Context: an optimization exercise on an open-source flow, tuned for small area, a short achievable clock period and few clock cycles per item. The choices shown serve that exercise and are no tape-out recipe. Where RTL was checked, it was by simulation tests only, not by an equivalence proof against the original.

==> flow/design.v (excerpt) <==
module CORDIC_sin_cos (clock, rst, strobe_in, angle, strobe_out, cos, sin);
Size: about 1200 cells after synthesis, ~70 I/O pins.
export LEC_CHECK = 0
export ABC_AREA = 1
export CAP_MARGIN = 20
export CORE_MARGIN = 2
export CORE_UTILIZATION = 40
export SETUP_SLACK_MARGIN = 3.6
export SLEW_MARGIN = 20
create_clock -name core_clock -period 6.5 [get_ports {clock}]
standard.sh (not shown) runs the stock make flow with config.mk's settings and CLKGATE_MAP_FILE= SYNTH_SCRIPT=/design/flow/synth_recipe.tcl, a recipe that flattens the netlist after the stock synthesis.
==> flow/flow/run.sh <==
#!/bin/bash
# Layout flow: the standard flow (standard.sh) with two changes.
#  - ADDER_MAP_FILE is empty, so synthesis maps no full/half-adder cells and ABC
#    maps the adders to plain gates, which are faster than the library's fa/ha cells.
#  - buffer_ports puts a buf_1 on each port instead of the delay buffer it picks
#    by default.
# The synthesis is otherwise the standard one, so the registers are the same.
set -euo pipefail
export ADDER_MAP_FILE=
export BUFFER_PORTS_ARGS="-buffer_cell sky130_fd_sc_hd__buf_1"
bash standard.sh > standard.log 2>&1
Testbench counts at the start, summed over its fixed seeds: cycles 34,824, items 2,048.
Then changed:
CTS_BUF_LIST = sky130_fd_sc_hd__clkbuf_8   (was default)
SETUP_SLACK_MARGIN = 3.4   (was 3.6)
Result: Utilization came out lower by 3.6 points; synthesized cell count stays the same; design area came out lower by a little under a tenth; worst hold slack barely changes; worst setup slack gets worse by 0.077 ns; global-route usage came out lower by 0.36 points; first-iteration DRC count came out lower by a few percent; die area does not change.
Then changed:
CTS_BUF_LIST = default   (was sky130_fd_sc_hd__clkbuf_8)
SETUP_SLACK_MARGIN = 3.2   (was 3.4)
What happened: Routed wire length shrinks by 1.2%. Synthesized cell count does not change. Via count shrinks by about 0.6%. Clock-buffer cell count is unchanged.
Then changed:
CORE_UTILIZATION = 55   (was 40)
CTS_BUF_LIST = sky130_fd_sc_hd__clkbuf_8   (was default)
SETUP_SLACK_MARGIN = 3.4   (was 3.2)
Effect:
- The changed run passed the timing, DRC and antenna checks
- flip-flop and latch count is unchanged
- wire length falls by 3.9%
- worst setup slack improves by 0.19 ns
- fmax rises by 6.6%
Then changed:
CORE_UTILIZATION = 40   (was 55)
CTS_BUF_LIST = default   (was sky130_fd_sc_hd__clkbuf_8)
Clock-buffer cell count is lower by 1. First-iteration DRC count is lower by 10%. Maximum frequency barely changes. Non-clock buffer count is lower by 8. Cell area is higher by 1.5%. Core utilization is lower by 16 points. Worst hold slack gets worse by 0.023 ns. Sequential share of layout area is lower by 0.29 points. Global-route usage is lower by 6.2 points. Synthesized cell count does not change.
Then changed:
CTS_BUF_LIST = sky130_fd_sc_hd__clkbuf_8   (was default)
GPL_TIMING_DRIVEN = 0   (was default)
SETUP_SLACK_MARGIN = 3.5   (was 3.4)
Outcome: The new run went through all stages and came out clean; final area came out higher by 1.0%; clock-buffer cell count grows by 1; global-route usage climbs by 2.7 points; die area does not change; worst setup slack is better by 0.068 ns; non-clock buffer count rose by 31; wire length is higher by 14%.

Another version of the RTL of CORDIC_sin_cos (not shown whole).
For scale: roughly 930 cells after synthesis, about 69 flip-flops, ~70 I/O pins.
export LEC_CHECK = 0
export CAP_MARGIN = 20
export CORE_MARGIN = 2
export CORE_UTILIZATION = 40
export SLEW_MARGIN = 20
create_clock -name core_clock -period 6.5 [get_ports {clock}]
run.sh (not shown) runs the stock make flow with config.mk's settings and CLKGATE_MAP_FILE= SYNTH_SCRIPT=/design/flow/synth_recipe.tcl, a recipe that flattens the netlist after the stock synthesis.
Stock flow here: none of the scripts above is used.
The first run went through all stages and came out clean.
Testbench counts at the start, summed over its fixed seeds: cycles 34,824, items 2,048.
Then changed:
Settings changed: ABC_CLOCK_PERIOD_IN_PS set to 2500, SETUP_SLACK_MARGIN set to 3.5.
=> The new run ran to the end with no violations; synthesized area is unchanged; cell area increases by 24%; non-clock buffer count rose by 105; worst setup slack gets better by 1.0 ns; sequential share of layout area drops by 3.0 points.

## job 8708
CORDIC_sin_cos, a different RTL version from the one above (not shown whole).
Size in the first run: about 70 flip-flops, ~70 I/O pins.
clock: 6.5 ns
lec_check: 0
abc_area: 1
cap_margin: 20
core_margin: 2
core_utilization: 40
cts_buf_list: sky130_fd_sc_hd__clkbuf_8
gpl_timing_driven: 0
setup_slack_margin: 3.4
slew_margin: 20
standard.sh (not shown) runs the stock make flow with config.mk's settings and CLKGATE_MAP_FILE= SYNTH_SCRIPT=/design/flow/synth_recipe.tcl, a recipe that flattens the netlist after the stock synthesis.
Scripts as last shown in full above: flow/flow/run.sh
Job 8708: done, clean on timing, DRC and antenna
Changes in job 1121 relative to job 8708:
-- flow/config.mk --
<<< job 8708, line 12
export CTS_BUF_LIST = sky130_fd_sc_hd__clkbuf_8
export GPL_TIMING_DRIVEN = 0
export SETUP_SLACK_MARGIN = 3.4
>>> job 1121, line 12
export SETUP_SLACK_MARGIN = 3.75
Results
- Summary of the comparison: via count is higher in job 1121, relative to job 8708.
- Launching element of the worst setup path: NEG -> job 8708, C[0] -> job 1121
- Taking job 8708 as the reference, in job 1121 final-layout worst hold slack shows an increase of 0.011 ns; first-iteration DRC count shows an increase of 24%.
- Job 8708 → job 1121: multi-input gate share of total cell area rose 0.80 points; last weighted congestion value of the routability-driven placer went down.
- Re final cycle utilization of the critical path: job 1121 is 0.69 points down on job 8708.
> inputs changed (job 1121 -> job 4716)
-- flow/config.mk --
<<< job 1121, line 12
export SETUP_SLACK_MARGIN = 3.75
>>> job 4716, line 12
export SETUP_SLACK_MARGIN = 3.5
## What came out
- Maximum number of pins on one net before global-route repair: job 4716 vs job 1121, no meaningful difference
Function was not checked in any run of this note: the RTL went through the layout flow alone.

v2:
CORDIC_sin_cos, a different RTL version from the one above (not shown whole).
Size in the first run: about 1300 cells after synthesis, roughly 78 flip-flops, ~7300 um^2 of cells after synthesis.
Settings: LEC_CHECK=0, ABC_AREA=1, CAP_MARGIN=20, CORE_MARGIN=2, CORE_UTILIZATION=40, SETUP_SLACK_MARGIN=3.5, SLEW_MARGIN=20; clock period 6.5 ns.
Scripts as last shown in full above: flow/flow/run.sh
v2: PASS, flow complete, no timing, DRC or antenna violations
Testbench counts of v2, summed over its fixed seeds: cycles 34,824, items 2,048.
Edits applied to the flow inputs when going from v2 to v11:
Settings: SETUP_SLACK_MARGIN now 4.0, was 3.5.
Notes after the runs:
v11 vs. v2: clock period minus final worst setup slack decreased by 160 ps relative to the old numbers; synthesis-to-layout area growth rose by 16 points; layout buffering overhead excluding clock cells higher; wire length of the first global-routing pass increased 6.2%. v11 | status: complete | timing, DRC, antenna: pass. Looking at the reports, v2 completed the entire flow and the layout it produced met the timing, DRC and antenna checks. Between v2 and v11, the aggregate routed wire length is lower for v2. Comparing v11 with v2, the worst hold slack came out essentially unchanged.
#### Input delta (v18 over v11)
Settings: swapping 4.0 for 3.6 in SETUP_SLACK_MARGIN.
--- outcome ---
- In v18, depth of the worst hold-timing path is lower than in v11.
- NOTE: worst setup slack after layout in v18 falls short of that of v11
- Looking at the reports, v18 completed the entire flow and the layout it produced met the timing, DRC and antenna checks.
- Number of standard cells in the layout, taps in and fillers out (v18 over v11): decrease, 33

Setup of P:
RTL: one of the versions met above, not the one the previous note started from.
Size in the first run: about 1200 cells after synthesis, roughly 70 flip-flops, about 70 I/O pins.
Settings: LEC_CHECK=0, ABC_AREA=1, CAP_MARGIN=20, CORE_MARGIN=2, CORE_UTILIZATION=40, CTS_BUF_LIST=sky130_fd_sc_hd__clkbuf_8, SETUP_SLACK_MARGIN=3.4, SLEW_MARGIN=20, TNS_END_PERCENT=20; clock period 6.5 ns.
Scripts as last shown in full above: flow/flow/run.sh
Testbench counts of P, summed over its fixed seeds: cycles 34,824, items 2,048.
Changes in Q relative to P:
--- a/flow/config.mk
+++ b/flow/config.mk
@@ -11,5 +11,5 @@
 export CORE_UTILIZATION = 40
 export CTS_BUF_LIST = sky130_fd_sc_hd__clkbuf_8
-export SETUP_SLACK_MARGIN = 3.4
+export GPL_TIMING_DRIVEN = 0
+export SETUP_SLACK_MARGIN = 3.3
 export SLEW_MARGIN = 20
-export TNS_END_PERCENT = 20
==> comparison <==
- Compared with P, in Q average vias per placed instance saw an increase, final period utilization saw a decrease, count of pins on the block boundary saw little to no change, setup slack saw an increase, cell count of the worst reg-to-reg path saw an increase.
- Final period demand of the worst path was higher in P than in Q.
- Q: no failed stages, no open violations at the end
- Flip-flop and latch count after synthesis came out exactly the same in P and Q.
Input-level comparison between R and Q:
--- a/flow/config.mk
+++ b/flow/config.mk
@@ -12,4 +12,4 @@
 export CTS_BUF_LIST = sky130_fd_sc_hd__clkbuf_8
 export GPL_TIMING_DRIVEN = 0
-export SETUP_SLACK_MARGIN = 3.3
+export SETUP_SLACK_MARGIN = 3.4
 export SLEW_MARGIN = 20
- In the tables for Q and R, detailed route wirelength on metal2 reads higher with R.
- Going from Q to R, the amount of wire on met3 after detailed routing was found to have gone down by 25 µm.
- Going from Q to R, proportion of layout cells with a drive suffix above 1 has increased; sequential share of cell area has remained practically unchanged; total stage count of the critical path has decreased.
- For area of all sequential standard cells, R and Q come out practically identical.
- Multi-input combinational cell area, R vs Q: up slightly
Setup changes, R to S
--- a/flow/config.mk
+++ b/flow/config.mk
@@ -12,4 +12,5 @@
 export CTS_BUF_LIST = sky130_fd_sc_hd__clkbuf_8
 export GPL_TIMING_DRIVEN = 0
+export PLACE_DENSITY = 0.75
 export SETUP_SLACK_MARGIN = 3.4
 export SLEW_MARGIN = 20
Findings:
- [compare] base=R new=S: global-route wire length before repair fell by 1.8%; sum of net half-perimeters after detailed placement fell by about 2.7%; clock-buffer cell count fell by 1; synthesis-to-layout area growth fell by 0.72 points.
- Worst setup timing slack at the placement stage: S vs R up 0.073 ns
- Delta (S minus R): minimum clock period now larger, path length in cells of the critical path now smaller.
diff inputs: S => T
--- a/flow/config.mk
+++ b/flow/config.mk
@@ -10,7 +10,4 @@
 export CORE_MARGIN = 2
 export CORE_UTILIZATION = 40
-export CTS_BUF_LIST = sky130_fd_sc_hd__clkbuf_8
-export GPL_TIMING_DRIVEN = 0
-export PLACE_DENSITY = 0.75
-export SETUP_SLACK_MARGIN = 3.4
+export SETUP_SLACK_MARGIN = 3.75
 export SLEW_MARGIN = 20
### Flow results
S was smaller in final cell area than T. Comparing S against T, there is no change at all in number of DRC violations after detailed routing. Relative area of non-clock buffer cells in the final design on T is up relative to S. Summary: with S as the reference, via-per-instance ratio in T moved up slightly. met3 layer wire length in the routed design ended up about 17% lower on T than on S. First-iteration detailed-routing DRC count ended up 2.1% higher on T than on S. Reported for S and T, area share of and/or/nand/nor cells after synthesis turned out identical to the last digit.

CORDIC_sin_cos, a different RTL version from the one above (not shown whole).
Size in the first run: about 80 flip-flops, about 70 I/O pins.
## CORDIC_sin_cos
module CORDIC_sin_cos (clock, rst, strobe_in, angle, strobe_out, cos, sin);
clock: 6.5 ns
lec_check: 0
abc_area: 1
cap_margin: 20
core_margin: 2
core_utilization: 40
setup_slack_margin: 3.0
slew_margin: 20
Scripts as last shown in full above: flow/flow/run.sh
Testbench counts at the start, summed over its fixed seeds: cycles 34,824, items 2,048.
==> next run, changes <==
Settings changed: SETUP_SLACK_MARGIN 3.0 to 3.5.
The new run went through all stages and came out clean.
Global-route usage barely changes.
Hold slack hardly moves.
Worst setup slack is better by 0.53 ns.
Clock skew stays flat.
Final area rises by 2.0%.
Count of clock-buffer cells in the layout is unchanged.
Via count climbs by 0.60%.
Wire length goes up by 2.3%.
Synthesized area does not change.

==> static timing again, ports no longer ideal <==
The results above use ideal ports. As a check the final layouts listed here were re-extracted and re-timed, cells and wires unchanged. Step 1 (the two cells are an assumption about what drives the block):
set clk [get_ports {clock}]
set_driving_cell -lib_cell sky130_fd_sc_hd__clkbuf_16 $clk
set_driving_cell -lib_cell sky130_fd_sc_hd__buf_2 [delete_from_list [all_inputs] $clk]
Step 2 adds t to the input delays and takes it off the output delays; t is the mean of the earliest and latest rising clock arrival at the registers after step 1. Input paths then give back, and output paths get back, about the clock's delay inside the block. Three values: ideal, step 1, step 2; two values: the first two.
run | t, ns | slack for setup (ns) | worst hold slack (ns)
the first run of note 1 | 0.393 | 3.771 / 3.794 / 3.401 | 0.452 / 0.452 / 0.452
the second run of note 1 | 0.412 | 3.695 / 3.695 / 3.341 | 0.454 / 0.454 / 0.454
the third run of note 1 | 0.393 | 3.500 / 3.523 / 3.130 | 0.451 / 0.451 / 0.451
the fourth run of note 1 | 0.402 | 3.687 / 3.687 / 3.687 | 0.474 / 0.474 / 0.474
the fifth run of note 1 | 0.392 | 3.679 / 3.679 / 3.331 | 0.451 / 0.451 / 0.451
the sixth run of note 1 | 0.423 | 3.746 / 3.746 / 3.469 | 0.475 / 0.475 / 0.475
the first run of note 2 | 0.398 | 1.674 / 1.674 / 1.674 | 0.481 / 0.481 / 0.481
the second run of note 2 | 0.391 | 2.699 / 2.699 / 2.699 | 0.477 / 0.477 / 0.477
job 8708 | 0.431 | 3.606 / 3.606 / 3.606 | 0.462 / 0.462 / 0.462
job 1121 | 0.396 | 3.651 / 3.651 / 3.651 | 0.474 / 0.474 / 0.474
job 4716 | 0.398 | 3.611 / 3.611 / 3.611 | 0.470 / 0.470 / 0.470
v2 | 0.396 | 3.763 / 3.763 / 3.652 | 0.471 / 0.471 / 0.471
v11 | 0.397 | 3.919 / 3.919 / 3.742 | 0.470 / 0.470 / 0.470
v18 | 0.395 | 3.809 / 3.809 / 3.640 | 0.456 / 0.456 / 0.456
P | 0.414 | 3.522 / 3.540 / 3.126 | 0.454 / 0.454 / 0.454
Q | 0.419 | 3.659 / 3.659 / 3.450 | 0.481 / 0.481 / 0.481
R | 0.416 | 3.732 / 3.732 / 3.479 | 0.480 / 0.480 / 0.480
S | 0.433 | 3.665 / 3.665 / 3.464 | 0.491 / 0.491 / 0.491
T | 0.393 | 3.849 / 3.849 / 3.567 | 0.452 / 0.452 / 0.452
the first run of note 6 | 0.397 | 3.228 / 3.228 / 3.228 | 0.494 / 0.494 / 0.494
the second run of note 6 | 0.397 | 3.759 / 3.759 / 3.496 | 0.494 / 0.494 / 0.494
After both steps setup and hold are still met in every run listed. For P, which loses most, drivers alone change the setup slack by +0.018 ns; drivers and shift together by -0.396 ns.
